Context: an optimization exercise on an open-source flow, tuned for small area and a short achievable clock period. The choices shown serve that exercise and are no tape-out recipe. Only simulation tests tie the RTL to the original design; equivalence was not proved. No activity file was given, so power comes from the tool's default toggle rates.

<file path="flow/constraint.sdc">
create_clock -name core_clock -period 4.2 [get_ports {clk}]
set_input_delay 0.8400 -clock core_clock [delete_from_list [all_inputs] [get_ports {clk}]]
set_output_delay 0.8400 -clock core_clock [all_outputs]
set_load 0.01 [all_outputs]
</file>
<file path="flow/design.v">
module mac(
  input clk,
  input rst,
  input signed [7:0] in_a,
  input signed [7:0] in_b,
  output logic signed [15:0] out);
  logic rst_q;
  logic [15:0] reg_c;
  logic [15:0] row0_d, row0;
  logic [15:0] row1_d, row1;
  wire pp0_0, pp0_1, pp0_2, pp0_3, pp0_4, pp0_5, pp0_6, pp0_7, pp1_0, pp1_1,
       pp1_2, pp1_3, pp1_4, pp1_5, pp1_6, pp1_7, pp2_0, pp2_1, pp2_2, pp2_3,
       pp2_4, pp2_5, pp2_6, pp2_7, pp3_0, pp3_1, pp3_2, pp3_3, pp3_4, pp3_5,
       pp3_6, pp3_7, pp4_0, pp4_1, pp4_2, pp4_3, pp4_4, pp4_5, pp4_6, pp4_7,
       pp5_0, pp5_1, pp5_2, pp5_3, pp5_4, pp5_5, pp5_6, pp5_7, pp6_0, pp6_1,
       pp6_2, pp6_3, pp6_4, pp6_5, pp6_6, pp6_7, pp7_0, pp7_1, pp7_2, pp7_3,
       pp7_4, pp7_5, pp7_6, pp7_7, s1, c1, s2, c2, s3, c3,
       s4, c4, s5, c5, s6, c6, s7, c7, s8, c8,
       s9, c9, s10, c10, s11, c11, s12, c12, s13, c13,
       s14, c14, s15, c15, s16, c16, s17, c17, s18, c18,
       s19, c19, s20, c20, s21, c21, s22, c22, s23, c23,
       s24, c24, s25, c25, s26, c26, s27, c27, s28, c28,
       s29, c29, s30, c30, s31, c31, s32, c32, s33, c33,
       s34, c34, s35, c35, s36, c36, s37, c37, s38, c38,
       s39, c39, s40, c40, s41, c41, s42, c42;
  assign pp0_0 = in_a[0] & in_b[0];
  assign pp0_1 = in_a[0] & in_b[1];
  assign pp0_2 = in_a[0] & in_b[2];
  assign pp0_3 = in_a[0] & in_b[3];
  assign pp0_4 = in_a[0] & in_b[4];
  assign pp0_5 = in_a[0] & in_b[5];
  assign pp0_6 = in_a[0] & in_b[6];
  assign pp0_7 = in_a[0] & in_b[7];
  assign pp1_0 = in_a[1] & in_b[0];
  assign pp1_1 = in_a[1] & in_b[1];
  assign pp1_2 = in_a[1] & in_b[2];
  assign pp1_3 = in_a[1] & in_b[3];
  assign pp1_4 = in_a[1] & in_b[4];
  assign pp1_5 = in_a[1] & in_b[5];
  assign pp1_6 = in_a[1] & in_b[6];
  assign pp1_7 = in_a[1] & in_b[7];
  assign pp2_0 = in_a[2] & in_b[0];
  assign pp2_1 = in_a[2] & in_b[1];
  assign pp2_2 = in_a[2] & in_b[2];
  assign pp2_3 = in_a[2] & in_b[3];
  assign pp2_4 = in_a[2] & in_b[4];
  assign pp2_5 = in_a[2] & in_b[5];
  assign pp2_6 = in_a[2] & in_b[6];
  assign pp2_7 = in_a[2] & in_b[7];
  assign pp3_0 = in_a[3] & in_b[0];
  assign pp3_1 = in_a[3] & in_b[1];
  assign pp3_2 = in_a[3] & in_b[2];
  assign pp3_3 = in_a[3] & in_b[3];
  assign pp3_4 = in_a[3] & in_b[4];
  assign pp3_5 = in_a[3] & in_b[5];
  assign pp3_6 = in_a[3] & in_b[6];
  assign pp3_7 = in_a[3] & in_b[7];
  assign pp4_0 = in_a[4] & in_b[0];
  assign pp4_1 = in_a[4] & in_b[1];
  assign pp4_2 = in_a[4] & in_b[2];
  assign pp4_3 = in_a[4] & in_b[3];
  assign pp4_4 = in_a[4] & in_b[4];
  assign pp4_5 = in_a[4] & in_b[5];
  assign pp4_6 = in_a[4] & in_b[6];
  assign pp4_7 = in_a[4] & in_b[7];
  assign pp5_0 = in_a[5] & in_b[0];
  assign pp5_1 = in_a[5] & in_b[1];
  assign pp5_2 = in_a[5] & in_b[2];
  assign pp5_3 = in_a[5] & in_b[3];
  assign pp5_4 = in_a[5] & in_b[4];
  assign pp5_5 = in_a[5] & in_b[5];
  assign pp5_6 = in_a[5] & in_b[6];
  assign pp5_7 = in_a[5] & in_b[7];
  assign pp6_0 = in_a[6] & in_b[0];
  assign pp6_1 = in_a[6] & in_b[1];
  assign pp6_2 = in_a[6] & in_b[2];
  assign pp6_3 = in_a[6] & in_b[3];
  assign pp6_4 = in_a[6] & in_b[4];
  assign pp6_5 = in_a[6] & in_b[5];
  assign pp6_6 = in_a[6] & in_b[6];
  assign pp6_7 = in_a[6] & in_b[7];
  assign pp7_0 = in_a[7] & in_b[0];
  assign pp7_1 = in_a[7] & in_b[1];
  assign pp7_2 = in_a[7] & in_b[2];
  assign pp7_3 = in_a[7] & in_b[3];
  assign pp7_4 = in_a[7] & in_b[4];
  assign pp7_5 = in_a[7] & in_b[5];
  assign pp7_6 = in_a[7] & in_b[6];
  assign pp7_7 = in_a[7] & in_b[7];
  assign s1 = pp0_2 ^ pp1_1 ^ pp2_0;
  assign c1 = (pp0_2 & pp1_1) | (pp0_2 & pp2_0) | (pp1_1 & pp2_0);
  assign s2 = pp0_3 ^ pp1_2 ^ pp2_1;
  assign c2 = (pp0_3 & pp1_2) | (pp0_3 & pp2_1) | (pp1_2 & pp2_1);
  assign s3 = pp3_0 ^ c1 ^ s2;
  assign c3 = (pp3_0 & c1) | (pp3_0 & s2) | (c1 & s2);
  assign s4 = pp0_4 ^ pp1_3 ^ pp2_2;
  assign c4 = (pp0_4 & pp1_3) | (pp0_4 & pp2_2) | (pp1_3 & pp2_2);
  assign s5 = pp3_1 ^ pp4_0 ^ c2;
  assign c5 = (pp3_1 & pp4_0) | (pp3_1 & c2) | (pp4_0 & c2);
  assign s6 = s4 ^ s5 ^ c3;
  assign c6 = (s4 & s5) | (s4 & c3) | (s5 & c3);
  assign s7 = pp0_5 ^ pp1_4 ^ pp2_3;
  assign c7 = (pp0_5 & pp1_4) | (pp0_5 & pp2_3) | (pp1_4 & pp2_3);
  assign s8 = pp3_2 ^ pp4_1;
  assign c8 = pp3_2 & pp4_1;
  assign s9 = pp5_0 ^ s8 ^ c4;
  assign c9 = (pp5_0 & s8) | (pp5_0 & c4) | (s8 & c4);
  assign s10 = s7 ^ c5 ^ s9;
  assign c10 = (s7 & c5) | (s7 & s9) | (c5 & s9);
  assign s11 = pp0_6 ^ pp1_5 ^ pp2_4;
  assign c11 = (pp0_6 & pp1_5) | (pp0_6 & pp2_4) | (pp1_5 & pp2_4);
  assign s12 = pp3_3 ^ pp4_2 ^ pp5_1;
  assign c12 = (pp3_3 & pp4_2) | (pp3_3 & pp5_1) | (pp4_2 & pp5_1);
  assign s13 = pp6_0 ^ c8 ^ c7;
  assign c13 = (pp6_0 & c8) | (pp6_0 & c7) | (c8 & c7);
  assign s14 = s11 ^ s12 ^ c9;
  assign c14 = (s11 & s12) | (s11 & c9) | (s12 & c9);
  assign s15 = s13 ^ s14 ^ c10;
  assign c15 = (s13 & s14) | (s13 & c10) | (s14 & c10);
  assign s16 = pp0_7 ^ pp1_6 ^ pp2_5;
  assign c16 = (pp0_7 & pp1_6) | (pp0_7 & pp2_5) | (pp1_6 & pp2_5);
  assign s17 = pp3_4 ^ pp4_3;
  assign c17 = pp3_4 & pp4_3;
  assign s18 = pp5_2 ^ pp6_1 ^ pp7_0;
  assign c18 = (pp5_2 & pp6_1) | (pp5_2 & pp7_0) | (pp6_1 & pp7_0);
  assign s19 = s17 ^ c11 ^ c12;
  assign c19 = (s17 & c11) | (s17 & c12) | (c11 & c12);
  assign s20 = s16 ^ s18 ^ c13;
  assign c20 = (s16 & s18) | (s16 & c13) | (s18 & c13);
  assign s21 = s19 ^ c14 ^ s20;
  assign c21 = (s19 & c14) | (s19 & s20) | (c14 & s20);
  assign s22 = pp1_7 ^ pp2_6 ^ pp3_5;
  assign c22 = (pp1_7 & pp2_6) | (pp1_7 & pp3_5) | (pp2_6 & pp3_5);
  assign s23 = pp4_4 ^ pp5_3;
  assign c23 = pp4_4 & pp5_3;
  assign s24 = pp6_2 ^ pp7_1 ^ c17;
  assign c24 = (pp6_2 & pp7_1) | (pp6_2 & c17) | (pp7_1 & c17);
  assign s25 = s23 ^ c16 ^ c18;
  assign c25 = (s23 & c16) | (s23 & c18) | (c16 & c18);
  assign s26 = s22 ^ s24 ^ c19;
  assign c26 = (s22 & s24) | (s22 & c19) | (s24 & c19);
  assign s27 = s25 ^ c20 ^ s26;
  assign c27 = (s25 & c20) | (s25 & s26) | (c20 & s26);
  assign s28 = pp2_7 ^ pp3_6 ^ pp4_5;
  assign c28 = (pp2_7 & pp3_6) | (pp2_7 & pp4_5) | (pp3_6 & pp4_5);
  assign s29 = pp5_4 ^ pp6_3 ^ pp7_2;
  assign c29 = (pp5_4 & pp6_3) | (pp5_4 & pp7_2) | (pp6_3 & pp7_2);
  assign s30 = c23 ^ c22 ^ s28;
  assign c30 = (c23 & c22) | (c23 & s28) | (c22 & s28);
  assign s31 = s29 ^ c24 ^ c25;
  assign c31 = (s29 & c24) | (s29 & c25) | (c24 & c25);
  assign s32 = s30 ^ c26 ^ s31;
  assign c32 = (s30 & c26) | (s30 & s31) | (c26 & s31);
  assign s33 = pp3_7 ^ pp4_6 ^ pp5_5;
  assign c33 = (pp3_7 & pp4_6) | (pp3_7 & pp5_5) | (pp4_6 & pp5_5);
  assign s34 = pp6_4 ^ pp7_3 ^ c28;
  assign c34 = (pp6_4 & pp7_3) | (pp6_4 & c28) | (pp7_3 & c28);
  assign s35 = c29 ^ s33 ^ s34;
  assign c35 = (c29 & s33) | (c29 & s34) | (s33 & s34);
  assign s36 = c30 ^ c31 ^ s35;
  assign c36 = (c30 & c31) | (c30 & s35) | (c31 & s35);
  assign s37 = pp4_7 ^ pp5_6 ^ pp6_5;
  assign c37 = (pp4_7 & pp5_6) | (pp4_7 & pp6_5) | (pp5_6 & pp6_5);
  assign s38 = pp7_4 ^ c33 ^ s37;
  assign c38 = (pp7_4 & c33) | (pp7_4 & s37) | (c33 & s37);
  assign s39 = c34 ^ s38 ^ c35;
  assign c39 = (c34 & s38) | (c34 & c35) | (s38 & c35);
  assign s40 = pp5_7 ^ pp6_6 ^ pp7_5;
  assign c40 = (pp5_7 & pp6_6) | (pp5_7 & pp7_5) | (pp6_6 & pp7_5);
  assign s41 = c37 ^ s40 ^ c38;
  assign c41 = (c37 & s40) | (c37 & c38) | (s40 & c38);
  assign s42 = pp6_7 ^ pp7_6 ^ c40;
  assign c42 = (pp6_7 & pp7_6) | (pp6_7 & c40) | (pp7_6 & c40);
  assign row0_d = {1'b0, pp7_7, s42, s41, s39, c32, c27, c21, c15, s15, c6, s6, s3, s1, pp0_1, pp0_0};
  assign row1_d = {1'b0, c42, c41, c39, c36, s36, s32, s27, s21, 1'b0, s10, 1'b0, 1'b0, 1'b0, pp1_0, 1'b0};
  always @(posedge clk) begin
    row0 <= row0_d;
    row1 <= row1_d;
    rst_q <= rst;
    if (rst || rst_q)
      reg_c <= 16'h0000;
    else
      reg_c <= reg_c + row0 + row1;
  end
  assign out = reg_c;
endmodule
</file>
<file path="flow/standard.sh">
#!/bin/bash
# synth_recipe.tcl (not shown) runs the flow's synth.tcl, then flattens the netlist and writes it again
# the make line also repeats each setting of config.mk as NAME=value (left out here)
make -C /OpenROAD-flow-scripts/flow DESIGN_CONFIG=/design/flow/config.mk WORK_HOME=/design/flow/orfs CLKGATE_MAP_FILE= SYNTH_SCRIPT=/design/flow/synth_recipe.tcl "${@:-finish}"
</file>
<file path="flow/config.mk">
export PLATFORM = sky130hd
export DESIGN_NAME = mac
export DESIGN_NICKNAME = mac
export VERILOG_FILES = /design/flow/design.v
export SDC_FILE = /design/flow/constraint.sdc
export NUM_CORES = 4
export LEC_CHECK = 0
export CAP_MARGIN = 20
export CORE_MARGIN = 2
export CORE_UTILIZATION = 40
export SETUP_SLACK_MARGIN = 1.5
export SLEW_MARGIN = 20
export TNS_END_PERCENT = 30
</file>
<file path="flow/flow/run.sh">
#!/bin/bash
# The standard layout flow (standard.sh), with these make variables:
# - SYNTH_ARGS=-noabc: Yosys's synth skips its early abc -fast, so the full
#   adders written out in the RTL reach extract_fa without added inverters
#   (the final abc mapping still runs).
# - SYNTH_OPERATIONS_ARGS=-nofsm: replaces the default Kogge-Stone extra map
#   for $lcu with nothing (-nofsm is already set), so + uses Yosys's own
#   Brent-Kung carry network, which is smaller.
# - BUFFER_PORTS_ARGS: the port buffers are buf_1 cells (repair still upsizes
#   them where timing needs it).
# - CTS_ARGS: ORFS's default CTS arguments plus -dont_use_dummy_load.
# make's output goes to standard.log; each ORFS step logs to orfs/logs/.
set -e
bash standard.sh SYNTH_ARGS=-noabc SYNTH_OPERATIONS_ARGS=-nofsm "BUFFER_PORTS_ARGS=-buffer_cell sky130_fd_sc_hd__buf_1" "CTS_ARGS=-sink_clustering_enable -repair_clock_nets -dont_use_dummy_load" finish > standard.log 2>&1
</file>
==> flow_summary_export.csv, run 1 <==
group,metric,value,unit
drt,routed_via_density,4.69,
drt,avgRoutedWirePerCell,14.3,microns
die,die_area,8060,sq um
global_route,globalRouteOverflowTotal,0,
synth,async_reset_ff_share,0,%
worst_setup_path,endpoint_kind,"flop",
sta,period_share,64.0,%
synth,yosysMostFrequentCell,"and2_1",
final_layout,stdcell_count,373,
sta,setup-tns-final,0,ns
die,core_area,7180,sq um
sta,rsz0062_at_grt,"true",
clock_tree,clkTransAtPathRegs,0.07,ns
final_layout,num-nets-final,371,
drt,vias,1751,
placement,dp_hpwl,4330,microns
synth,synth_area_leader_cell,"fa_1",
global_route,grt_pass1_wl,9120,microns
drt,drc,0,
worst_setup_path,path_max_fanout,8,
synth,synthCells,233,
power_and_ir_drop,power.leakage,1.49,nW
sta,max_freq,372,MHz
clock_tree,cts_max_path_buffers,2,
drt,firstDrtPassIters,4,
clock_tree,clk_latency,0.29,ns
power_and_ir_drop,ir_drop,0.161,mV
worst_setup_path,cp.arrival,2.86,ns
synth,synthTopCellsByArea,"fa_1 (38%), dfxtp_1 (29%), and2_1 (16%), ha_1 (8.9%), xnor2_1 (2.1%)",
sta,hold_viol,0,
global_route,grt_pass1_vias,1867,
placement,placedCellCount,364,
synth,syn_nets,328,
final_layout,register_area,842,sq um
clock_tree,cts_buffers,5,
clock_tree,cts_sinks,42,
die,initial_core_util,41.0,%
synth,syn_area,2940,sq um
power_and_ir_drop,power.density,532,nW/um^2
worst_setup_path,setup.worst_path.class,"in2reg",
synth,yosysWarnings,1,
final_layout,syn_to_final_growth,18.4,%
sta,maxSlewHeadroom,60.2,%
worst_hold_path,hold_path_class,"reg2reg",
sta,tightest_slew,0.594,ns
die,die_w,89.8,microns
global_route,antenna_found_initial,0,
die,io_pins,34,
status,status,"complete, no violations",
synth,synth_edf_count,0,
worst_setup_path,critPathLaunchType,"input pin",
sta,setup_violations,0,
drt,drt_iter0_drc,24,
placement,place_ws,1.04,ns
clock_tree,h-tree-depth,2,
placement,port_buffers,33,
synth,avgSynthCellArea,12.6,sq um
final_layout,multi_input_comb_area,2260,sq um
final_layout,n_antenna_cell,0,
synth,yosysSeqAreaShare,28.6,%
sta,slew_violations,0,
die,num_rows,31,
drt,ant_nets,0,
worst_setup_path,worst_ep_required_time,4.37,ns
global_route,grtUsageTotal,14.2,%
sta,skew,0.0120,ns
final_layout,drive_above_1_share,24.8,%
synth,yosysUniqueCellTypes,22,
synth,ys.flop_type,"dfxtp_1",
die,die_height,89.8,microns
global_route,grt_max_degree,14,
synth,ys_top_cells_by_count,"and2_1 (73), fa_1 (56), dfxtp_1 (42), ha_1 (21), nor2_1 (11)",
synth,synth.top_cell.area_share,38.1,%
sta,timing.final.ws_setup,1.51,ns
placement,place_congestion,0.745,
clock_tree,cts_root_buf,"clkbuf_8",
synth,ys_ff_latch,42,
clock_tree,cts_tree,"yes",
final_layout,nFillCells,675,
drt,drt-total-wl,5330,microns
sta,min_period,2.69,ns
job,drv_cap,0,
flip-flops by register name, summed over array words and instances, names as in the netlist:
| name | flops |
|---|---|
| reg_c | 16 |
| row0 | 15 |
| row1 | 10 |
| rst_q | 1 |
metrics by stage:
| step | area, sq um | hold slack (ns) | total power, mW | util, % |
|---|---|---|---|---|
| after floorplan | 2980 | 0.516 | 1.28 | - |
| after CTS | 3380 | 0.534 | 1.78 | 47.1 |
| after detailed placement | 3220 | 0.517 | 1.48 | 44.9 |
| after global placement | 3220 | 0.503 | 1.45 | 44.9 |
| after global routing | 3480 | 0.572 | 2.04 | 48.5 |
| final | 3480 | 0.526 | 1.85 | 48.5 |
per-layer routing:
| metal | global-route usage, % | share of wire, % | vias to the layer above |
|---|---|---|---|
| li1 | - | - | 825 |
| met1 | 19.7 | 48 | 886 |
| met2 | 22.6 | 46 | 34 |
| met3 | 2.93 | 3.6 | 6 |
| met4 | 4.62 | 1.5 | 0 |
| met5 | 0 | 0 | - |
where the power goes:
group,switching (mW),internal (mW)
registers,0.0663,0.513
clock network,0.121,0.107
logic,0.521,0.527
critical path: stages:
cell and delay [ns]:
buf_4 0.14, and2_4 0.16, fa_2 0.36, fa_1 0.46, fa_1 0.51, fa_1 0.40
cells in the final DEF, fill, tap and decap left out, types with 2 or more instances in the layout:
cell | synthesis | routed
ha_1 | 21 | 16
buf_1 | 0 | 19
o21ai_0 | 2 | 2
dfxtp_1 | 42 | 41
nor2_1 | 11 | 10
clkbuf_8 | 0 | 5
buf_2 | 0 | 7
ha_4 | 0 | 4
buf_4 | 0 | 6
buf_6 | 0 | 2
a21oi_2 | 0 | 2
clkbuf_2 | 0 | 3
and2_1 | 73 | 63
nand2_1 | 3 | 3
fa_1 | 56 | 39
xnor2_1 | 7 | 7
and2_4 | 0 | 10
a21o_1 | 3 | 3
fa_2 | 0 | 17
final timing paths:
path	from	end	slack [ns]	depth (start not counted)
max	in_a[3]	row1[10]$_DFF_P_	1.51	6
min	reg_c[15]$_SDFF_PP0_	reg_c[15]$_SDFF_PP0_	0.53	2
max reg2reg	reg_c[9]$_SDFF_PP0_	reg_c[15]$_SDFF_PP0_	1.54	10
min reg2reg	reg_c[15]$_SDFF_PP0_	reg_c[15]$_SDFF_PP0_	0.53	2
what timing repair did:
action                                  in CTS  in global routing
resized for setup                           26                 26
hold buffers                                 0                  0
endpoints found under the hold margin        0                  0
endpoints found under the setup margin      11                 10
pin swaps                                    8                 11
setup buffers                                1                  3
logic make-up after synthesis:
| family | Yosys count | share of synthesized area, % |
|---|---|---|
| simple gates | 89 | 17.7 |
| fa+ha+maj | 77 | 47.0 |
| compound gates | 15 | 4.04 |
| flops | 42 | 28.6 |
| xor+xnor | 8 | 2.38 |
| buf+inv | 2 | 0.255 |
cell type report:
type	count	share of cell area, %
Tap cell	99	3.56
Timing Repair Buffer	37	5.42
Sequential cell	42	24.2
Multi-Input combinational cell	189	64.8
Inverter	1	0.108
Clock buffer	5	1.98
==> run 2, diff against run 1 <==
--- a/flow/config.mk
+++ b/flow/config.mk
@@ -10,3 +10,3 @@
 export CORE_UTILIZATION = 40
-export SETUP_SLACK_MARGIN = 1.5
+export SETUP_SLACK_MARGIN = 1.4
 export SLEW_MARGIN = 20
==> flow_summary_export.csv, run 2 <==
group,metric,value,unit
status,status,"complete, no violations",
sta,setup_violations,0,
worst_setup_path,endpoint_kind,"flop",
sta,max_freq,360,MHz
power_and_ir_drop,seq_power_share,33.1,%
final_layout,reg_top3,"reg_c (16), row0 (15), row1 (10)",
sta,slew_violations,0,
power_and_ir_drop,combPwrFrac,54.0,%
clock_tree,h-tree-depth,2,
worst_setup_path,path_max_fanout,8,
clock_tree,clkTransAtPathRegs,0.08,ns
placement,place_congestion,0.776,
job,drv_cap,0,
die,io_pins,34,
synth,ys_ff_latch,42,
sta,maxSlewHeadroom,60.7,%
drt,drt-total-wl,5000,microns
synth,syn_area,2940,sq um
synth,ys.flop_type,"dfxtp_1",
clock_tree,cts_max_path_buffers,2,
die,initial_core_util,41.0,%
worst_setup_path,cp_num_buf_inv,1,
die,num_rows,31,
synth,yosysUniqueCellTypes,22,
worst_hold_path,hold_path_class,"reg2reg",
sta,hold_viol,0,
final_layout,num-nets-final,367,
synth,ys_top_cells_by_count,"and2_1 (73), fa_1 (56), dfxtp_1 (42), ha_1 (21), nor2_1 (11)",
power_and_ir_drop,pwr-share-clk,12.9,%
clock_tree,cts_sinks,42,
global_route,antenna_found_initial,0,
drt,firstDrtPassIters,4,
final_layout,mostFrequentLayoutCells,"and2_1 (68), fa_1 (42), dfxtp_1 (42), buf_1 (23), ha_1 (20)",
global_route,grt_pass1_wl,8560,microns
final_layout,multi_input_comb_area,2190,sq um
synth,synthTopCellsByArea,"fa_1 (38%), dfxtp_1 (29%), and2_1 (16%), ha_1 (8.9%), xnor2_1 (2.1%)",
power_and_ir_drop,switching_share,37.9,%
power_and_ir_drop,p_int,1.08,mW
worst_setup_path,worst_path_largest_cell_delay,0.56,ns
drt,routed_via_density,4.52,
sta,tightest_slew,0.587,ns
global_route,grtUsageTotal,13.5,%
clock_tree,cts_setup_buffers,0,
clock_tree,clk_latency,0.29,ns
sta,setup-tns-final,0,ns
synth,yosysMostFrequentCell,"and2_1",
synth,avgSynthCellArea,12.6,sq um
synth,synthCells,233,
final_layout,nFillCells,681,
sta,rsz0062_at_grt,"true",
sta,min_period,2.77,ns
sta,period_share,66.1,%
synth,async_reset_ff_share,0,%
global_route,grt_pass1_vias,1695,
clock_tree,hold_buffers,0,
synth,yosysSeqAreaShare,28.6,%
synth,synth_area_leader_cell,"fa_1",
worst_setup_path,critPathLaunchType,"input pin",
drt,ant_nets,0,
sta,skew,0.0181,ns
worst_setup_path,setup.worst_path.class,"in2reg",
die,core_area,7180,sq um
worst_setup_path,cp.arrival,2.95,ns
final_layout,n_antenna_cell,0,
global_route,globalRouteOverflowTotal,0,
worst_setup_path,crit_chain,"clkbuf_2 -> and2_1 -> fa_2 -> fa_2 -> fa_1 -> fa_1",
placement,dp_hpwl,4280,microns
drt,avgRoutedWirePerCell,13.6,microns
global_route,grt_max_degree,14,
power_and_ir_drop,ir_drop,0.166,mV
synth,synth.top_cell.area_share,38.1,%
placement,port_buffers,33,
die,die_w,89.8,microns
final_layout,register_area,841,sq um
power_and_ir_drop,power.density,516,nW/um^2
clock_tree,cts_buffers,5,
drt,drt_iter0_drc,15,
synth,yosysWarnings,1,
die,die_height,89.8,microns
final_layout,syn_to_final_growth,15.0,%
worst_setup_path,crit_family,"adder cells",
drt,drc,0,
worst_setup_path,slowest_stage,"fa_1",
power_and_ir_drop,total_power,1.75,mW
clock_tree,cts_root_buf,"clkbuf_8",
synth,synth_edf_count,0,
worst_setup_path,worst_ep_required_time,4.37,ns
drt,vias,1669,
power_and_ir_drop,switching_power,0.661,mW
power_and_ir_drop,power.leakage,1.45,nW
final_layout,drive_above_1_share,17.0,%
die,die_area,8060,sq um
clock_tree,cts_tree,"yes",
synth,syn_nets,328,
final_layout,final_common_cell,"and2_1",
final_layout,registers.top_by_ff_count,"reg_c",
final_layout,largest_reg_flops,16,
[run 2: kinds of logic (layout without fill, tap and decap cells)]
logic type / Yosys count / in the layout / share of synthesized area (%)
AND/OR/NAND/NOR: 89 / 89 / 17.7
AO/OA/AOI/OAI: 15 / 15 / 4.04
XOR/XNOR: 8 / 8 / 2.38
buffers and inverters: 2 / 39 / 0.255
flip-flops: 42 / 42 / 28.6
adder cells (fa/ha/maj): 77 / 77 / 47.0
[run 2: what timing repair did]
| item | in CTS | in global routing |
|---|---|---|
| gates resized for setup | 11 | 30 |
| pin swaps | 1 | 6 |
| endpoints found under the hold margin | 0 | 0 |
| setup endpoints to repair | 8 | 10 |
[run 2: worst reg2reg max path, stage by stage, from the launching register on]
cell       delay, ns
dfxtp_1         0.34
fa_1            0.48
ha_1            0.37
o211ai_2        0.11
o21ai_2         0.26
o2111ai_2       0.16
a32oi_2         0.24
fa_2            0.25
xor2_2          0.16
xnor2_1         0.13
nor2_1          0.05
[run 2: worst paths after layout]
kind	slack (ns)	startpoint	end	cells after the start
worst max register to register	1.52	reg_c[5]$_SDFF_PP0_	reg_c[15]$_SDFF_PP0_	10
worst min register to register	0.54	reg_c[15]$_SDFF_PP0_	reg_c[15]$_SDFF_PP0_	2
worst min-delay path	0.54	reg_c[15]$_SDFF_PP0_	reg_c[15]$_SDFF_PP0_	2
worst max-delay path	1.43	in_a[0]	row1[8]$_DFF_P_	6
[run 2: per-stage QoR]
stage	instance area, sq um	hold WS, ns	instances	setup slack, ns	utilization (%)
after floorplan	2960	0.516	233	1.31	-
after global placement	3210	0.497	364	1.02	44.7
after detailed placement	3210	0.536	364	0.994	44.7
after CTS	3310	0.552	369	1.39	46.1
after global routing	3380	0.572	369	1.36	47.1
final	3380	0.540	369	1.43	47.1
[run 2: power groups by stage]
stage                     Combinational [mW]  Sequential (mW)  Clock (mW)
final                                  0.943            0.578       0.225
after global routing                    1.09            0.592       0.248
after CTS                              0.906            0.581       0.237
after detailed placement               0.882            0.590           0
after global placement                 0.860            0.590           0
after floorplan                        0.684            0.594           0
[run 2: layout make-up]
cell class	count	share of cell area, %
Multi-Input combinational cell	189	64.6
Clock buffer	5	2.03
Inverter	1	0.111
Tap cell	99	3.66
Timing Repair Buffer	33	4.73
Sequential cell	42	24.9
[run 2: per-layer routing]
metal / track usage (%) / share of wire (%) / vias up
met2: 19.3 / 44 / 25
met5: 0 / 0 / -
met4: 5.00 / 1.7 / 0
met1: 20.5 / 51 / 820
met3: 2.51 / 2.7 / 7
li1: - / - / 817
==> run 3, diff against run 2 <==
--- a/flow/flow/run.sh
+++ b/flow/flow/run.sh
@@ -13,2 +13,2 @@
 set -e
-bash standard.sh SYNTH_ARGS=-noabc SYNTH_OPERATIONS_ARGS=-nofsm "BUFFER_PORTS_ARGS=-buffer_cell sky130_fd_sc_hd__buf_1" "CTS_ARGS=-sink_clustering_enable -repair_clock_nets -dont_use_dummy_load" finish > standard.log 2>&1
+bash standard.sh SYNTH_ARGS=-noabc SYNTH_OPERATIONS_ARGS=-nofsm "BUFFER_PORTS_ARGS=-buffer_cell sky130_fd_sc_hd__buf_1" "CTS_ARGS=-sink_clustering_enable -repair_clock_nets -dont_use_dummy_load -sink_clustering_size 30 -sink_clustering_max_diameter 200" finish > standard.log 2>&1
--- a/flow/config.mk
+++ b/flow/config.mk
@@ -12,2 +12 @@
 export SLEW_MARGIN = 20
-export TNS_END_PERCENT = 30
==> flow_summary_export.csv, run 3 <==
group,metric,value,unit
global_route,antenna_found_initial,0,
synth,yosysWarnings,1,
placement,place_congestion,0.811,
sta,setup_violations,0,
global_route,grt_max_degree,14,
final_layout,num-nets-final,367,
clock_tree,cts_sinks,42,
final_layout,registers.top_by_ff_count,"reg_c",
final_layout,mostFrequentLayoutCells,"and2_1 (70), dfxtp_1 (42), fa_1 (41), buf_1 (18), ha_1 (16)",
worst_setup_path,critPathLaunchType,"input pin",
drt,drc,0,
global_route,grtUsageTotal,14.3,%
worst_setup_path,cp.arrival,2.92,ns
worst_setup_path,setup.worst_path.class,"in2reg",
synth,ys.flop_type,"dfxtp_1",
synth,synthCells,233,
synth,synthTopCellsByArea,"fa_1 (38%), dfxtp_1 (29%), and2_1 (16%), ha_1 (8.9%), xnor2_1 (2.1%)",
synth,async_reset_ff_share,0,%
synth,ys_top_cells_by_count,"and2_1 (73), fa_1 (56), dfxtp_1 (42), ha_1 (21), nor2_1 (11)",
global_route,globalRouteOverflowTotal,0,
die,die_area,8060,sq um
final_layout,drive_above_1_share,20.0,%
die,io_pins,34,
drt,firstDrtPassIters,4,
sta,rsz0062_at_grt,"true",
job,drv_cap,0,
placement,place_ws,0.990,ns
synth,yosysMostFrequentCell,"and2_1",
die,num_rows,31,
final_layout,largest_reg_flops,16,
sta,slew_violations,0,
synth,synth.top_cell.area_share,38.1,%
placement,port_buffers,33,
sta,period_share,65.7,%
global_route,grt_pass1_vias,1849,
final_layout,reg_top3,"reg_c (16), row0 (15), row1 (10)",
clock_tree,hold_buffers,0,
clock_tree,cts_max_path_buffers,2,
die,die_height,89.8,microns
sta,timing.final.ws_setup,1.44,ns
worst_hold_path,hold_path_class,"reg2reg",
power_and_ir_drop,ir_drop,0.161,mV
synth,synth_edf_count,0,
clock_tree,cts_root_buf,"clkbuf_8",
worst_setup_path,reg2reg_depth,10,
worst_hold_path,whs_path_depth,2,
synth,yosysUniqueCellTypes,22,
final_layout,nFillCells,660,
die,die_w,89.8,microns
placement,dp_hpwl,4400,microns
power_and_ir_drop,power.density,530,nW/um^2
final_layout,syn_to_final_growth,16.5,%
drt,drt_iter0_drc,31,
clock_tree,clk_latency,0.28,ns
final_layout,final_common_cell,"and2_1",
status,status,"complete, no violations",
worst_setup_path,endpoint_kind,"flop",
power_and_ir_drop,power.leakage,1.45,nW
global_route,grt_pass1_wl,9220,microns
drt,avgRoutedWirePerCell,14.5,microns
sta,skew,0.0118,ns
sta,max_freq,362,MHz
clock_tree,cts_setup_buffers,0,
worst_setup_path,worst_ep_required_time,4.36,ns
sta,hold_viol,0,
drt,vias,1739,
worst_setup_path,path_max_fanout,8,
final_layout,n_antenna_cell,0,
clock_tree,cts_tree,"yes",
drt,drt-total-wl,5350,microns
synth,avgSynthCellArea,12.6,sq um
die,initial_core_util,41.0,%
clock_tree,h-tree-depth,2,
drt,ant_nets,0,
sta,setup-tns-final,0,ns
sta,tightest_slew,0.582,ns
synth,yosysSeqAreaShare,28.6,%
die,core_area,7180,sq um
synth,synth_area_leader_cell,"fa_1",
synth,ys_ff_latch,42,
drt,routed_via_density,4.71,
sta,min_period,2.76,ns
clock_tree,clkTransAtPathRegs,0.07,ns
sta,maxSlewHeadroom,61.1,%
synth,syn_nets,328,
clock_tree,cts_buffers,5,
synth,syn_area,2940,sq um
run 3: cell counts after synthesis:
Identical to the previous run, type by type.
run 3: path summary, 6_finish.rpt:
kind | start | end | slack, ns
hold / removal | reg_c[15]$_SDFF_PP0_ | reg_c[15]$_SDFF_PP0_ | 0.51
setup reg to reg | reg_c[5]$_SDFF_PP0_ | reg_c[15]$_SDFF_PP0_ | 1.55
hold reg to reg | reg_c[15]$_SDFF_PP0_ | reg_c[15]$_SDFF_PP0_ | 0.51
setup / recovery | in_b[3] | row1[8]$_DFF_P_ | 1.44
run 3: cells by family after synthesis:
| group | synth area share [%] |
|---|---|
| flops | 28.6 |
| buf+inv | 0.255 |
| xor+xnor | 2.38 |
| simple gates | 17.7 |
| fa+ha+maj | 47.0 |
| compound gates | 4.04 |
run 3: where the power goes:
| group | internal [mW] | total [mW] | switching, mW |
|---|---|---|---|
| Combinational | 0.506 | 1.02 | 0.513 |
| Clock | 0.107 | 0.223 | 0.116 |
| Sequential | 0.513 | 0.576 | 0.0633 |
| Total | 1.13 | 1.82 | 0.692 |
run 3: cell type report:
type | instances | area, sq um | share of cell area, %
Inverter | 1 | 3.75 | 0.109
Sequential cell | 42 | 841 | 24.5
Tap cell | 99 | 124 | 3.61
Timing Repair Buffer | 33 | 143 | 4.16
Clock buffer | 5 | 68.8 | 2.01
Multi-Input combinational cell | 189 | 2250 | 65.6
run 3: repair_timing:
item	4_1_cts	5_1_grt
pin swaps	2	13
hold endpoints to repair	0	0
setup endpoints to repair	6	8
resized for setup	13	23
run 3: stage by stage:
| step | hold slack, ns | cells | power, mW | instance area, sq um | utilization, % |
|---|---|---|---|---|---|
| 2_1_floorplan | 0.516 | 233 | 1.28 | 2970 | - |
| 3_3_place_gp | 0.498 | 364 | 1.45 | 3220 | 44.8 |
| 3_5_place_dp | 0.505 | 364 | 1.48 | 3220 | 44.8 |
| 4_1_cts | 0.527 | 369 | 1.72 | 3310 | 46.1 |
| 5_1_grt | 0.593 | 369 | 2.04 | 3430 | 47.8 |
| 6_report | 0.514 | 369 | 1.82 | 3430 | 47.8 |
run 3: metal layers:
metal,share of wire [%],global-route usage (%)
met1,49,20.9
met2,46,21.8
met3,3.2,2.35
met4,1.1,4.62
met5,0,0
run 3: worst max-delay path, stage by stage:
cell and delay, ns:
buf_2 0.16, and2_4 0.16, fa_2 0.39, fa_2 0.40, fa_1 0.56, fa_1 0.42
==> run 4, diff against run 3 <==
--- a/flow/flow/run.sh
+++ b/flow/flow/run.sh
@@ -10,5 +10,5 @@
 #   them where timing needs it).
-# - CTS_ARGS: ORFS's default CTS arguments plus -dont_use_dummy_load.
-# make's output goes to standard.log; each ORFS step logs to orfs/logs/.
 set -e
-bash standard.sh SYNTH_ARGS=-noabc SYNTH_OPERATIONS_ARGS=-nofsm "BUFFER_PORTS_ARGS=-buffer_cell sky130_fd_sc_hd__buf_1" "CTS_ARGS=-sink_clustering_enable -repair_clock_nets -dont_use_dummy_load -sink_clustering_size 30 -sink_clustering_max_diameter 200" finish > standard.log 2>&1
+export FLOW_SIZER_TCL="$PWD/flow/sizer.tcl"
+export POST_GLOBAL_ROUTE_TCL="$PWD/flow/post_grt.tcl"
+bash standard.sh SYNTH_ARGS=-noabc SYNTH_OPERATIONS_ARGS=-nofsm "BUFFER_PORTS_ARGS=-buffer_cell sky130_fd_sc_hd__buf_1" "CTS_ARGS=-sink_clustering_enable -repair_clock_nets -dont_use_dummy_load" finish > standard.log 2>&1
==> flow/flow/post_grt.tcl (new file) <==
# Runs at the end of ORFS's global route step (POST_GLOBAL_ROUTE_TCL hook):
# resize cells with the greedy sizer in sizer.tcl, then legalize, update the
# global routing and parasitics, and write the route guides again, as ORFS
# does after its own timing repair in this step.
source $::env(FLOW_SIZER_TCL)
log_cmd global_route -start_incremental
sz_run [expr {$::env(FLOW_PERIOD_NS) * 1e-9}] 6
log_cmd detailed_placement
log_cmd global_route -end_incremental
log_cmd estimate_parasitics -global_routing
log_cmd repair_design -slew_margin 20 -cap_margin 20
log_cmd detailed_placement
check_placement -verbose
log_cmd estimate_parasitics -global_routing
report_worst_slack -max
report_worst_slack -min
report_design_area
write_guides $::env(RESULTS_DIR)/route.guide
==> flow/flow/sizer.tcl (new file) <==
proc sz_cost {} {
  set a [rsz::design_area]
  set w [sta::worst_slack_cmd max]
  return [list [expr {$a * ($::sz_period - $w)}] $a $w]
}
proc sz_ok {} {
  if {[sta::worst_slack_cmd min] < $::sz_hold_floor} { return 0 }
  if {[sta::max_slew_violation_count] > $::sz_slew0} { return 0 }
  if {[sta::max_capacitance_violation_count] > $::sz_cap0} { return 0 }
  return 1
}
proc sz_run {period passes} {
  set ::sz_period $period
  set ::sz_hold_floor 0.1e-9
  set ::sz_slew0 [sta::max_slew_violation_count]
  set ::sz_cap0 [sta::max_capacitance_violation_count]
  set block [ord::get_db_block]
  set db [ord::get_db]
  # families: master name without the trailing _N drive suffix
  array set fam {}
  foreach lib [$db getLibs] {
    foreach m [$lib getMasters] {
      set n [$m getName]
      if {[regexp {^(sky130_fd_sc_hd__[a-z0-9]+)_([0-9]+)$} $n -> base d]} {
        if {[llength [get_lib_cells -quiet */$n]] == 0} continue
        if {[get_property [get_lib_cells */$n] dont_use]} continue
        lappend fam($base) $n
      }
    }
  }
  set c0 [sz_cost]
  
  for {set p 0} {$p < $passes} {incr p} {
    set changed 0
    foreach inst [$block getInsts] {
      set iname [$inst getName]
      set mname [[$inst getMaster] getName]
      if {[string match "clkbuf_*" $iname] || [string match "clkload*" $iname]} continue
      if {![regexp {^(sky130_fd_sc_hd__[a-z0-9]+)_([0-9]+)$} $mname -> base d]} continue
      if {![info exists fam($base)]} continue
      if {[string match "*tap*" $base] || [string match "*fill*" $base] || [string match "*decap*" $base]} continue
      set best [lindex [sz_cost] 0]
      set bestm $mname
      foreach alt $fam($base) {
        if {$alt eq $mname} continue
        replace_cell $iname $alt
        set c [sz_cost]
        if {[lindex $c 0] < $best * (1 - 1e-5) && [sz_ok]} {
          set best [lindex $c 0]; set bestm $alt
        }
        replace_cell $iname $mname
      }
      if {$bestm ne $mname} { replace_cell $iname $bestm; incr changed }
    }
    set c [sz_cost]
    
    if {$changed == 0} break
  }
}
==> flow_summary_export.csv, run 4 <==
group,metric,value,unit
die,io_pins,34,
synth,avgSynthCellArea,12.6,sq um
sta,crit_endpoint,"reg_c[15]$_SDFF_PP0_/D",
die,die_w,89.8,microns
global_route,antenna_found_initial,0,
synth,synth_edf_count,0,
synth,syn_nets,328,
synth,synthCells,233,
die,initial_core_util,41.0,%
clock_tree,cts_sinks,42,
placement,place_congestion,0.811,
synth,ys.flop_type,"dfxtp_1",
status,error_line,"[ERROR EST-0104] inconsistent parasitics state",
synth,yosysWarnings,1,
clock_tree,cts_root_buf,"clkbuf_8",
global_route,grt_max_degree,14,
synth,yosysMostFrequentCell,"and2_1",
synth,yosysUniqueCellTypes,22,
synth,syn_area,2940,sq um
synth,synth.top_cell.area_share,38.1,%
placement,port_buffers,33,
synth,synth_area_leader_cell,"fa_1",
placement,dp_hpwl,4400,microns
sta,endpoint_type,"register data pin",
clock_tree,cts_max_path_buffers,2,
clock_tree,h-tree-depth,2,
synth,yosysSeqAreaShare,28.6,%
clock_tree,cts_buffers,5,
status,status,"aborted with a tool error",
status,lastStage,"global routing",
synth,async_reset_ff_share,0,%
synth,synthTopCellsByArea,"fa_1 (38%), dfxtp_1 (29%), and2_1 (16%), ha_1 (8.9%), xnor2_1 (2.1%)",
placement,placedCellCount,364,
synth,ys_ff_latch,42,
die,die_height,89.8,microns
die,num_rows,31,
synth,ys_top_cells_by_count,"and2_1 (73), fa_1 (56), dfxtp_1 (42), ha_1 (21), nor2_1 (11)",
clock_tree,hold_buffers,0,
## run 4: cells by family after synthesis
kind of cell | Yosys count | share of synthesized area (%)
and+or+nand+nor | 89 | 17.7
xor gates and xnor gates | 8 | 2.38
adders and majority gates | 77 | 47.0
AOI/OAI and AO/OA | 15 | 4.04
buffers and inverters | 2 | 0.255
DFF | 42 | 28.6
## run 4: repair_timing
item,CTS
resized for setup,13
pin swaps,2
setup endpoints to repair,6
endpoints found under the hold margin,0
setup buffers,0
## run 4: power by group through the flow
stage	registers (mW)	clock network, mW	logic, mW
after CTS	0.580	0.233	0.906
after floorplan	0.594	0	0.685
after global placement	0.588	0	0.866
after detailed placement	0.589	0	0.891
## run 4: worst max-delay path by stage
stage | startpoint | to | slack, ns | cells after the start
4_1_cts | in_b[1] | row1[9]$_DFF_P_ | 1.42 | 6
2_1_floorplan | in_a[3] | row1[8]$_DFF_P_ | 1.32 | 5
3_3_place_gp | in_b[3] | row1[8]$_DFF_P_ | 1.02 | 6
3_5_place_dp | in_b[3] | row1[8]$_DFF_P_ | 0.99 | 6
## run 4: through the flow
stage          hold slack [ns]  utilization, %  cell area [sq um]  setup WS (ns)
2_1_floorplan            0.516               -               2970           1.32
3_3_place_gp             0.498            44.8               3220           1.02
3_5_place_dp             0.505            44.8               3220          0.990
4_1_cts                  0.527            46.1               3310           1.42
==> run 5, diff against run 4 <==
--- a/flow/flow/post_grt.tcl
+++ b/flow/flow/post_grt.tcl
@@ -5,4 +5,4 @@
 source $::env(FLOW_SIZER_TCL)
+sz_run [expr {$::env(FLOW_PERIOD_NS) * 1e-9}] 6
 log_cmd global_route -start_incremental
-sz_run [expr {$::env(FLOW_PERIOD_NS) * 1e-9}] 6
 log_cmd detailed_placement
==> flow_summary_export.csv, run 5 <==
group,metric,value,unit
synth,ys.flop_type,"dfxtp_1",
synth,ys_top_cells_by_count,"and2_1 (73), fa_1 (56), dfxtp_1 (42), ha_1 (21), nor2_1 (11)",
synth,ys_ff_latch,42,
synth,yosysMostFrequentCell,"and2_1",
synth,yosysUniqueCellTypes,22,
die,die_w,89.8,microns
synth,yosysWarnings,1,
sta,crit_endpoint,"reg_c[15]$_SDFF_PP0_/D",
clock_tree,h-tree-depth,2,
synth,avgSynthCellArea,12.6,sq um
die,die_height,89.8,microns
status,status,"aborted with a tool error",
global_route,grt_max_degree,14,
clock_tree,cts_buffers,5,
placement,dp_hpwl,4400,microns
clock_tree,cts_max_path_buffers,2,
synth,synthAdderAreaFrac,47.0,%
clock_tree,cts_setup_buffers,0,
die,num_rows,31,
synth,synth.area.mux_share,0,%
clock_tree,cts_root_buf,"clkbuf_8",
synth,synth_compound_area_share,4.04,%
die,initial_core_util,41.0,%
placement,port_buffers,33,
sta,endpoint_type,"register data pin",
synth,synth.top_cell.area_share,38.1,%
status,error_line,"[ERROR EST-0104] inconsistent parasitics state",
synth,synth_xor_area_share,2.38,%
die,io_pins,34,
synth,synthTopCellsByArea,"fa_1 (38%), dfxtp_1 (29%), and2_1 (16%), ha_1 (8.9%), xnor2_1 (2.1%)",
global_route,antenna_found_initial,0,
status,lastStage,"global routing",
synth,synthCells,233,
synth,synth_edf_count,0,
synth,yosysSeqAreaShare,28.6,%
synth,synth_simple_gate_area_share,17.7,%
synth,synth_area_leader_cell,"fa_1",
synth,synth_top_family_by_area,"adder cells",
synth,syn_nets,328,
placement,place_congestion,0.811,
clock_tree,cts_sinks,42,
synth,syn_area,2940,sq um
synth,async_reset_ff_share,0,%
[run 5: per-stage QoR]
stage                     util, %  instances  cell area [sq um]  worst slack, ns  hold slack [ns]
after global placement       44.8        364               3220             1.02            0.498
after detailed placement     44.8        364               3220            0.990            0.505
after CTS                    46.1        369               3310             1.42            0.527
after floorplan                 -        233               2970             1.32            0.516
[run 5: power groups by stage]
stage                     logic, mW  registers, mW  clock network [mW]
after floorplan               0.685          0.594                   0
after global placement        0.866          0.588                   0
after detailed placement      0.891          0.589                   0
after CTS                     0.906          0.580               0.233
[run 5: worst max-delay path by stage]
stage,startpoint,to,slack (ns),cells past startpoint
2_1_floorplan,in_a[3],row1[8]$_DFF_P_,1.32,5
3_3_place_gp,in_b[3],row1[8]$_DFF_P_,1.02,6
3_5_place_dp,in_b[3],row1[8]$_DFF_P_,0.99,6
4_1_cts,in_b[1],row1[9]$_DFF_P_,1.42,6
[run 5: kinds of logic after synthesis]
kind of cell,count (synthesis)
fa+ha+maj,77
flops,42
compound gates,15
xor+xnor,8
simple gates,89
buf+inv,2
[run 5: what timing repair did]
action / 4_1_cts
endpoints found under the hold margin: 0
cloned: 0
hold buffers: 0
setup endpoints to repair: 6
pin swaps: 2
gates resized for setup: 13
==> run 6, diff against run 5 <==
--- a/flow/flow/post_grt.tcl
+++ b/flow/flow/post_grt.tcl
@@ -9,5 +9,2 @@
 log_cmd global_route -end_incremental
-log_cmd estimate_parasitics -global_routing
-log_cmd repair_design -slew_margin 20 -cap_margin 20
-log_cmd detailed_placement
 check_placement -verbose
--- a/flow/flow/sizer.tcl
+++ b/flow/flow/sizer.tcl
@@ -7,4 +7,4 @@
   if {[sta::worst_slack_cmd min] < $::sz_hold_floor} { return 0 }
-  if {[sta::max_slew_violation_count] > $::sz_slew0} { return 0 }
-  if {[sta::max_capacitance_violation_count] > $::sz_cap0} { return 0 }
+  if {[sta::max_slew_check_slack_limit] < $::sz_slew0} { return 0 }
+  if {[sta::max_capacitance_check_slack_limit] < $::sz_cap0} { return 0 }
   return 1
@@ -14,4 +14,6 @@
   set ::sz_hold_floor 0.1e-9
-  set ::sz_slew0 [sta::max_slew_violation_count]
-  set ::sz_cap0 [sta::max_capacitance_violation_count]
+  # keep max slew and max capacitance at least 20% inside their limits (as
+  # ORFS's SLEW_MARGIN and CAP_MARGIN do), or no worse than at the start
+  set ::sz_slew0 [expr {min(0.2, [sta::max_slew_check_slack_limit])}]
+  set ::sz_cap0 [expr {min(0.2, [sta::max_capacitance_check_slack_limit])}]
   set block [ord::get_db_block]
==> flow_summary_export.csv, run 6 <==
group,metric,value,unit
status,status,"complete, no violations",
global_route,grt_max_degree,14,
die,core_area,7180,sq um
final_layout,register_area,841,sq um
clock_tree,cts_tree,"yes",
global_route,grt_pass1_vias,1849,
sta,tightest_slew,0.582,ns
die,die_area,8060,sq um
worst_setup_path,reg2reg_depth,10,
clock_tree,h-tree-depth,2,
synth,yosysWarnings,1,
final_layout,drive_above_1_share,4.81,%
final_layout,num-nets-final,367,
die,die_w,89.8,microns
die,io_pins,34,
power_and_ir_drop,ir_drop,0.153,mV
worst_setup_path,critPathLaunchType,"flop",
sta,setup-tns-final,0,ns
worst_setup_path,setup.worst_path.class,"reg2reg",
worst_setup_path,r2r_slack,1.18,ns
final_layout,mostFrequentLayoutCells,"and2_1 (71), fa_1 (50), dfxtp_1 (42), buf_1 (28), ha_1 (21)",
clock_tree,cts_setup_buffers,0,
clock_tree,cts_sinks,42,
drt,vias,1711,
sta,setup_violations,0,
final_layout,syn_to_final_growth,10.9,%
die,initial_core_util,41.0,%
worst_setup_path,path_max_fanout,4,
worst_hold_path,whs_path_depth,2,
synth,synthCells,233,
global_route,grtUsageTotal,14.3,%
job,drv_cap,0,
synth,yosysMostFrequentCell,"and2_1",
placement,dp_hpwl,4400,microns
sta,maxSlewHeadroom,61.1,%
global_route,grt_pass1_wl,9220,microns
synth,synthTopCellsByArea,"fa_1 (38%), dfxtp_1 (29%), and2_1 (16%), ha_1 (8.9%), xnor2_1 (2.1%)",
sta,hold_viol,0,
clock_tree,clkTransAtPathRegs,0.07,ns
worst_hold_path,holdPathEnd,"reg_c[15]$_SDFF_PP0_",
clock_tree,cts_max_path_buffers,2,
worst_setup_path,cp.arrival,3.18,ns
clock_tree,cts_buffers,5,
final_layout,largest_reg_flops,16,
synth,syn_area,2940,sq um
drt,drt-total-wl,5320,microns
final_layout,registers.top_by_ff_count,"reg_c",
synth,synth.top_cell.area_share,38.1,%
drt,firstDrtPassIters,4,
synth,async_reset_ff_share,0,%
synth,syn_nets,328,
worst_hold_path,min_from,"reg_c[15]$_SDFF_PP0_",
sta,skew,0.0124,ns
power_and_ir_drop,power.leakage,1.42,nW
die,die_height,89.8,microns
drt,drc,0,
clock_tree,postCtsResizedCells,13,
worst_setup_path,reg2reg_from,"reg_c[5]$_SDFF_PP0_",
final_layout,nFillCells,687,
placement,port_buffers,33,
sta,max_freq,331,MHz
die,num_rows,31,
drt,ant_nets,0,
synth,yosysUniqueCellTypes,22,
worst_setup_path,worst_ep_required_time,4.35,ns
clock_tree,hold_buffers,0,
synth,yosysSeqAreaShare,28.6,%
synth,ys.flop_type,"dfxtp_1",
global_route,globalRouteOverflowTotal,0,
synth,ys_ff_latch,42,
synth,avgSynthCellArea,12.6,sq um
sta,slew_violations,0,
clock_tree,clk_latency,0.28,ns
synth,synth_area_leader_cell,"fa_1",
placement,place_congestion,0.811,
worst_setup_path,endpoint_kind,"flop",
synth,ys_top_cells_by_count,"and2_1 (73), fa_1 (56), dfxtp_1 (42), ha_1 (21), nor2_1 (11)",
clock_tree,cts_root_buf,"clkbuf_8",
global_route,antenna_found_initial,0,
final_layout,reg_top3,"reg_c (16), row0 (15), row1 (10)",
final_layout,n_antenna_cell,0,
power_and_ir_drop,power.density,512,nW/um^2
drt,avgRoutedWirePerCell,14.4,microns
power_and_ir_drop,total_power,1.67,mW
drt,routed_via_density,4.64,
final_layout,final_common_cell,"and2_1",
worst_hold_path,hold_path_class,"reg2reg",
final_layout,multi_input_comb_area,2090,sq um
worst_setup_path,rr_endpoint,"reg_c[15]$_SDFF_PP0_",
sta,period_share,72.0,%
synth,synth_edf_count,0,
sta,min_period,3.02,ns
drt,drt_iter0_drc,36,
run 6: cell counts after synthesis:
Identical to the previous run, type by type.
run 6: critical path, stage by stage (launching register included):
cell       delay (ns)
dfxtp_1          0.33
fa_1             0.49
ha_1             0.35
o211ai_1         0.10
o21ai_0          0.47
o2111ai_1        0.25
a32oi_1          0.29
fa_1             0.22
xor2_1           0.20
xnor2_1          0.14
nor2_1           0.05
run 6: per-stage QoR:
stage | instances | utilization, % | area [sq um] | setup slack, ns | hold slack, ns
3_3_place_gp | 364 | 44.8 | 3220 | 1.02 | 0.498
4_1_cts | 369 | 46.1 | 3310 | 1.42 | 0.527
6_report | 369 | 45.5 | 3260 | 1.18 | 0.516
3_5_place_dp | 364 | 44.8 | 3220 | 0.990 | 0.505
2_1_floorplan | 233 | - | 2970 | 1.32 | 0.516
run 6: kinds of logic after synthesis:
group,count (synthesis),share of synthesized area [%]
AO/OA/AOI/OAI,15,4.04
AND/OR/NAND/NOR,89,17.7
buffers and inverters,2,0.255
XOR/XNOR,8,2.38
adder cells (fa/ha/maj),77,47.0
flip-flops,42,28.6
run 6: report_power, final:
group,switching [mW],leakage [nW],total [mW],internal (mW)
Combinational,0.456,1.03,0.871,0.415
Clock,0.116,0.0359,0.223,0.107
Sequential,0.0632,0.349,0.576,0.513
Total,0.635,1.42,1.67,1.04
run 6: cell type report:
class | count | area share [%]
inverter | 1 | 0.115
timing repair buffer | 33 | 4.03
tap | 99 | 3.80
sequential | 42 | 25.8
multi-input combinational | 189 | 64.2
clock buffer | 5 | 2.11
run 6: worst max-delay path by stage:
stage	startpoint	endpoint	slack, ns	cells past startpoint
finish	reg_c[5]$_SDFF_PP0_	reg_c[15]$_SDFF_PP0_	1.18	10
CTS	in_b[1]	row1[9]$_DFF_P_	1.42	6
detailed placement	in_b[3]	row1[8]$_DFF_P_	0.99	6
global placement	in_b[3]	row1[8]$_DFF_P_	1.02	6
floorplan	in_a[3]	row1[8]$_DFF_P_	1.32	5
run 6: metal layers:
metal	global-route usage (%)	share of wire, %	routed length, microns
met1	20.9	49	2620
met2	21.8	47	2480
met3	2.35	3.2	168
met4	4.62	1.1	59
met5	0	0	0
==> run 7, diff against run 6 <==
--- a/flow/flow/post_grt.tcl
+++ b/flow/flow/post_grt.tcl
@@ -5,3 +5,3 @@
 source $::env(FLOW_SIZER_TCL)
-sz_run [expr {$::env(FLOW_PERIOD_NS) * 1e-9}] 6
+sz_run [expr {$::env(FLOW_PERIOD_NS) * 1e-9}] 6 -global_routing
 log_cmd global_route -start_incremental
--- a/flow/flow/sizer.tcl
+++ b/flow/flow/sizer.tcl
@@ -1 +1,5 @@
+proc sz_swap {iname m} {
+  replace_cell $iname $m
+  estimate_parasitics $::sz_est
+}
 proc sz_cost {} {
@@ -11,4 +15,5 @@
 }
-proc sz_run {period passes} {
+proc sz_run {period passes est} {
   set ::sz_period $period
+  set ::sz_est $est
   set ::sz_hold_floor 0.1e-9
@@ -47,3 +52,3 @@
         if {$alt eq $mname} continue
-        replace_cell $iname $alt
+        sz_swap $iname $alt
         set c [sz_cost]
@@ -52,5 +57,5 @@
         }
-        replace_cell $iname $mname
+        sz_swap $iname $mname
       }
-      if {$bestm ne $mname} { replace_cell $iname $bestm; incr changed }
+      if {$bestm ne $mname} { sz_swap $iname $bestm; incr changed }
     }
==> flow_summary_export.csv, run 7 <==
group,metric,value,unit
clock_tree,postCtsResizedCells,13,
power_and_ir_drop,p_int,1.08,mW
placement,placedCellCount,364,
synth,avgSynthCellArea,12.6,sq um
final_layout,mostFrequentLayoutCells,"and2_1 (70), fa_1 (41), dfxtp_1 (41), buf_1 (20), ha_1 (16)",
clock_tree,cts_sinks,42,
clock_tree,cts_root_buf,"clkbuf_8",
worst_setup_path,startpoint,"in_a[3]",
job,drv_cap,0,
sta,max_freq,359,MHz
power_and_ir_drop,total_power,1.75,mW
sta,setup-tns-final,0,ns
final_layout,multi_input_comb_area,2200,sq um
synth,synthCells,233,
sta,period_share,66.4,%
worst_setup_path,r2r_slack,1.55,ns
synth,yosysUniqueCellTypes,22,
global_route,grt_max_degree,14,
drt,routed_via_density,4.66,
synth,synth_edf_count,0,
final_layout,final_common_cell,"and2_1",
worst_hold_path,holdPathEnd,"reg_c[15]$_SDFF_PP0_",
final_layout,largest_reg_flops,16,
sta,slew_violations,0,
power_and_ir_drop,pwr-share-clk,12.7,%
drt,drc,0,
synth,yosysWarnings,1,
drt,drt-total-wl,5290,microns
global_route,grt_pass1_vias,1849,
worst_setup_path,worst_ep_required_time,4.36,ns
sta,maxSlewHeadroom,61.0,%
power_and_ir_drop,switching_share,38.1,%
final_layout,reg_top3,"reg_c (16), row0 (15), row1 (10)",
drt,firstDrtPassIters,4,
synth,synth.top_cell.area_share,38.1,%
final_layout,registers.top_by_ff_count,"reg_c",
synth,yosysSeqAreaShare,28.6,%
synth,ys_ff_latch,42,
sta,tightest_slew,0.583,ns
die,die_w,89.8,microns
worst_setup_path,reg2reg_from,"reg_c[9]$_SDFF_PP0_",
clock_tree,clkTransAtPathRegs,0.07,ns
global_route,globalRouteOverflowTotal,0,
sta,min_period,2.79,ns
final_layout,register_area,842,sq um
global_route,grt_pass1_wl,9220,microns
clock_tree,cts_max_path_buffers,2,
sta,setup_violations,0,
clock_tree,clk_latency,0.28,ns
global_route,grtUsageTotal,14.3,%
power_and_ir_drop,seq_power_share,32.9,%
clock_tree,hold_buffers,0,
power_and_ir_drop,power.leakage,1.43,nW
worst_setup_path,endpoint_kind,"flop",
worst_setup_path,reg2reg_depth,10,
synth,yosysMostFrequentCell,"and2_1",
final_layout,drive_above_1_share,16.7,%
status,status,"complete, no violations",
final_layout,postLayoutCoreUtil,47.1,%
final_layout,num-nets-final,367,
synth,syn_nets,328,
power_and_ir_drop,combPwrFrac,54.4,%
placement,dp_hpwl,4400,microns
worst_setup_path,cp.arrival,2.95,ns
worst_setup_path,setup.worst_path.class,"in2reg",
worst_setup_path,path_max_fanout,8,
die,initial_core_util,41.0,%
final_layout,nFillCells,668,
synth,synthTopCellsByArea,"fa_1 (38%), dfxtp_1 (29%), and2_1 (16%), ha_1 (8.9%), xnor2_1 (2.1%)",
drt,drt_iter0_drc,28,
sta,skew,0.0118,ns
final_layout,n_antenna_cell,0,
worst_hold_path,hold_path_class,"reg2reg",
clock_tree,h-tree-depth,2,
worst_setup_path,critPathLaunchType,"input pin",
power_and_ir_drop,switching_power,0.669,mW
die,die_area,8060,sq um
clock_tree,cts_tree,"yes",
worst_hold_path,min_from,"reg_c[15]$_SDFF_PP0_",
power_and_ir_drop,power.density,519,nW/um^2
clock_tree,cts_setup_buffers,0,
die,io_pins,34,
drt,vias,1721,
placement,port_buffers,33,
worst_hold_path,whs_path_depth,2,
die,core_area,7180,sq um
placement,place_congestion,0.811,
die,num_rows,31,
worst_setup_path,rr_endpoint,"reg_c[15]$_SDFF_PP0_",
synth,ys.flop_type,"dfxtp_1",
sta,hold_viol,0,
final_layout,stdcell_count,369,
global_route,antenna_found_initial,0,
drt,avgRoutedWirePerCell,14.3,microns
synth,synth_area_leader_cell,"fa_1",
die,die_height,89.8,microns
drt,ant_nets,0,
synth,ys_top_cells_by_count,"and2_1 (73), fa_1 (56), dfxtp_1 (42), ha_1 (21), nor2_1 (11)",
synth,async_reset_ff_share,0,%
clock_tree,cts_buffers,5,
final_layout,syn_to_final_growth,14.8,%
synth,syn_area,2940,sq um
power_and_ir_drop,ir_drop,0.160,mV
==> run 7: cell count changes in the layout (fill, tap and decap cells not counted), moves of 2 or more <==
| cell | before | now |
|---|---|---|
| buf_2 | 0 | 9 |
| fa_1 | 50 | 41 |
| fa_2 | 6 | 15 |
| buf_1 | 28 | 20 |
| ha_1 | 21 | 16 |
| ha_2 | 0 | 3 |
| a211oi_1 | 2 | 0 |
| ha_4 | 0 | 2 |
==> run 7: critical path: stages <==
cell	delay (ns)
buf_2	0.14
and2_0	0.19
fa_2	0.40
fa_2	0.40
fa_1	0.55
fa_1	0.41
==> run 7: worst max-delay path by stage <==
stage,to,depth (start not counted)
after CTS,row1[9]$_DFF_P_,6
final,row1[8]$_DFF_P_,6
after detailed placement,row1[8]$_DFF_P_,6
after global placement,row1[8]$_DFF_P_,6
after floorplan,row1[8]$_DFF_P_,5
==> run 7: layer usage <==
layer,routed length (microns),GRT usage (%)
met3,195,2.35
met4,57,4.62
met5,0,0
met1,2580,20.9
met2,2460,21.8
==> run 7: metrics by stage <==
| step | instance area [sq um] | setup WS, ns | hold WS [ns] |
|---|---|---|---|
| after floorplan | 2970 | 1.32 | 0.516 |
| after global placement | 3220 | 1.02 | 0.498 |
| after detailed placement | 3220 | 0.990 | 0.505 |
| after CTS | 3310 | 1.42 | 0.527 |
| final | 3380 | 1.41 | 0.514 |
==> run 7: cell families (layout without fill, tap and decap cells) <==
family,count (synthesis),in the layout,share of synthesized area [%]
xor gates and xnor gates,8,8,2.38
AOI/OAI and AO/OA,15,15,4.04
DFF,42,42,28.6
buffers and inverters,2,39,0.255
and+or+nand+nor,89,89,17.7
adders and majority gates,77,77,47.0
==> run 7: power groups by stage <==
stage	clock [mW]	combinational [mW]	sequential [mW]
after floorplan	0	0.685	0.594
after global placement	0	0.866	0.588
after detailed placement	0	0.891	0.589
after CTS	0.233	0.906	0.580
final	0.223	0.953	0.577
==> run 7: final cells by class <==
type	instances	area share, %
Multi-Input combinational cell	189	65.2
Sequential cell	42	24.9
Timing Repair Buffer	33	4.04
Tap cell	99	3.67
Clock buffer	5	2.04
Inverter	1	0.111
==> run 8, diff against run 7 <==
--- a/flow/config.mk
+++ b/flow/config.mk
@@ -12 +12,2 @@
 export SLEW_MARGIN = 20
+export TNS_END_PERCENT = 30
==> flow_summary_export.csv, run 8 <==
group,metric,value,unit
sta,tightest_slew,0.587,ns
die,die_height,89.8,microns
drt,drt_iter0_drc,13,
synth,syn_nets,328,
worst_setup_path,worst_path_largest_cell_delay,0.55,ns
die,core_area,7180,sq um
final_layout,reg_top3,"reg_c (16), row0 (15), row1 (10)",
final_layout,n_antenna_cell,0,
final_layout,stdcell_count,369,
global_route,grt_pass1_wl,8560,microns
clock_tree,clkTransAtPathRegs,0.08,ns
die,io_pins,34,
power_and_ir_drop,power.leakage,1.45,nW
global_route,grt_pass1_vias,1695,
placement,placedCellCount,364,
global_route,use_met1,20.5,%
clock_tree,cts_buffers,5,
die,die_area,8060,sq um
global_route,globalRouteOverflowTotal,0,
worst_setup_path,setup.worst_path.class,"in2reg",
final_layout,final_common_cell,"and2_1",
clock_tree,postCtsResizedCells,11,
sta,max_freq,358,MHz
final_layout,num-nets-final,367,
global_route,grt_use_met2,19.3,%
synth,syn_area,2940,sq um
sta,setup_violations,0,
synth,synth.top_cell.area_share,38.1,%
final_layout,registers.top_by_ff_count,"reg_c",
worst_setup_path,endpoint_kind,"flop",
synth,avgSynthCellArea,12.6,sq um
die,initial_core_util,41.0,%
sta,min_period,2.79,ns
drt,avgRoutedWirePerCell,13.5,microns
sta,period_share,66.5,%
synth,yosysMostFrequentCell,"and2_1",
worst_setup_path,slowest_stage,"fa_1",
sta,hold_viol,0,
clock_tree,hold_buffers,0,
clock_tree,cts_root_buf,"clkbuf_8",
clock_tree,cts_sinks,42,
worst_setup_path,crit_top_cell,"fa_1",
final_layout,mostFrequentLayoutCells,"and2_1 (69), fa_1 (43), dfxtp_1 (42), buf_1 (23), ha_1 (20)",
global_route,grt_most_used_layer,"met1",
sta,maxSlewHeadroom,60.7,%
worst_setup_path,cp.arrival,2.97,ns
synth,async_reset_ff_share,0,%
global_route,grt_max_degree,14,
synth,synth_area_leader_cell,"fa_1",
global_route,grtUsageTotal,13.5,%
worst_setup_path,cp_num_buf_inv,1,
placement,place_congestion,0.776,
clock_tree,h-tree-depth,2,
worst_setup_path,crit_chain,"buf_6 -> and2_1 -> fa_2 -> fa_1 -> fa_1 -> fa_1",
worst_setup_path,critPathLaunchType,"input pin",
final_layout,largest_reg_flops,16,
clock_tree,cts_setup_buffers,0,
worst_setup_path,crit_family,"adder cells",
drt,drc,0,
final_layout,drive_above_1_share,14.4,%
synth,yosysUniqueCellTypes,22,
placement,port_buffers,33,
status,status,"complete, no violations",
clock_tree,clk_latency,0.29,ns
placement,dp_hpwl,4280,microns
synth,ys.flop_type,"dfxtp_1",
synth,yosysWarnings,1,
worst_setup_path,path_max_fanout,8,
power_and_ir_drop,power.density,512,nW/um^2
drt,routed_via_density,4.53,
worst_setup_path,worst_ep_required_time,4.37,ns
clock_tree,cts_max_path_buffers,2,
drt,firstDrtPassIters,4,
synth,synthTopCellsByArea,"fa_1 (38%), dfxtp_1 (29%), and2_1 (16%), ha_1 (8.9%), xnor2_1 (2.1%)",
sta,slew_violations,0,
drt,drt-total-wl,4980,microns
worst_hold_path,hold_path_class,"reg2reg",
synth,yosysSeqAreaShare,28.6,%
job,drv_cap,0,
global_route,antenna_found_initial,0,
final_layout,syn_to_final_growth,14.2,%
synth,ys_ff_latch,42,
global_route,use_met3,2.51,%
synth,synth_edf_count,0,
synth,synthCells,233,
clock_tree,cts_tree,"yes",
die,num_rows,31,
power_and_ir_drop,ir_drop,0.161,mV
die,die_w,89.8,microns
sta,setup-tns-final,0,ns
synth,ys_top_cells_by_count,"and2_1 (73), fa_1 (56), dfxtp_1 (42), ha_1 (21), nor2_1 (11)",
sta,skew,0.0181,ns
drt,vias,1673,
drt,ant_nets,0,
[run 8: cell count changes in the layout (fill, tap and decap cells not counted), moves of 3 or more]
cell	delta
clkbuf_1	-3
buf_2	-8
buf_1	+3
clkbuf_2	+3
ha_1	+4
ha_2	-3
buf_6	+3
[run 8: path summary, 6_finish.rpt]
check | from | slack [ns] | cells past startpoint | end
worst min-delay path | reg_c[15]$_SDFF_PP0_ | 0.54 | 2 | reg_c[15]$_SDFF_PP0_
worst min register to register | reg_c[15]$_SDFF_PP0_ | 0.54 | 2 | reg_c[15]$_SDFF_PP0_
worst max-delay path | in_a[3] | 1.41 | 6 | row1[10]$_DFF_P_
worst max register to register | reg_c[5]$_SDFF_PP0_ | 1.53 | 10 | reg_c[15]$_SDFF_PP0_
[run 8: power breakdown]
group          switching, mW  internal (mW)
registers             0.0651          0.513
clock network          0.117          0.107
logic                  0.467          0.451
[run 8: worst min-delay path, cell delays in order (launching register included)]
cell,delay [ns]
dfxtp_1,0.35
xnor2_1,0.08
nor2_1,0.08
[run 8: logic make-up after synthesis]
family	after synthesis	share of synthesized area, %
buffers and inverters	2	0.255
XOR/XNOR	8	2.38
AO/OA/AOI/OAI	15	4.04
adder cells (fa/ha/maj)	77	47.0
flip-flops	42	28.6
AND/OR/NAND/NOR	89	17.7
[run 8: layout make-up]
cell class	instances	area [sq um]
fill	683	3810
sequential	42	841
timing repair buffer	33	160
multi-input combinational	189	2160
inverter	1	3.75
clock buffer	5	68.8
tap	99	124
[run 8: routing by layer]
layer  wire length, microns  vias up
li1                       -      817
met1                   2570      824
met2                   2190       25
met3                    136        7
met4                     85        0
met5                      0        -
[run 8: per-stage QoR]
| stage | cell area (sq um) | hold WS (ns) | utilization (%) | power [mW] | setup slack (ns) |
|---|---|---|---|---|---|
| after floorplan | 2960 | 0.516 | - | 1.28 | 1.31 |
| after global placement | 3210 | 0.497 | 44.7 | 1.45 | 1.02 |
| after detailed placement | 3210 | 0.536 | 44.7 | 1.47 | 0.994 |
| after CTS | 3310 | 0.552 | 46.1 | 1.72 | 1.39 |
| final | 3360 | 0.540 | 46.8 | 1.72 | 1.41 |

==> separate check: timing with driven ports <==
No port has a modelled driver above. Below, the same layouts with a new extraction and two added sets of constraints.
Step 1, drivers: a clkbuf_16 drives clk and a buf_2 each remaining input, both assumed.
Step 2 times the ports against the registers' clock, not the clock port: input delays grow and output delays shrink by t, the midpoint of the rising clock arrivals with the driver on.
a / b / c = no drivers / after step 1 / after step 2; a / b = the first two.
| run | t, ns | slack for setup (ns) |
|---|---|---|
| run 1 | 0.311 | 1.510 / 1.516 / 1.205 |
| run 2 | 0.309 | 1.426 / 1.427 / 1.118 |
| run 3 | 0.301 | 1.439 / 1.449 / 1.148 |
| run 6 | 0.302 | 1.177 / 1.177 / 0.990 |
| run 7 | 0.301 | 1.411 / 1.421 / 1.120 |
| run 8 | 0.308 | 1.406 / 1.405 / 1.097 |
After both steps every run listed still meets setup and hold.
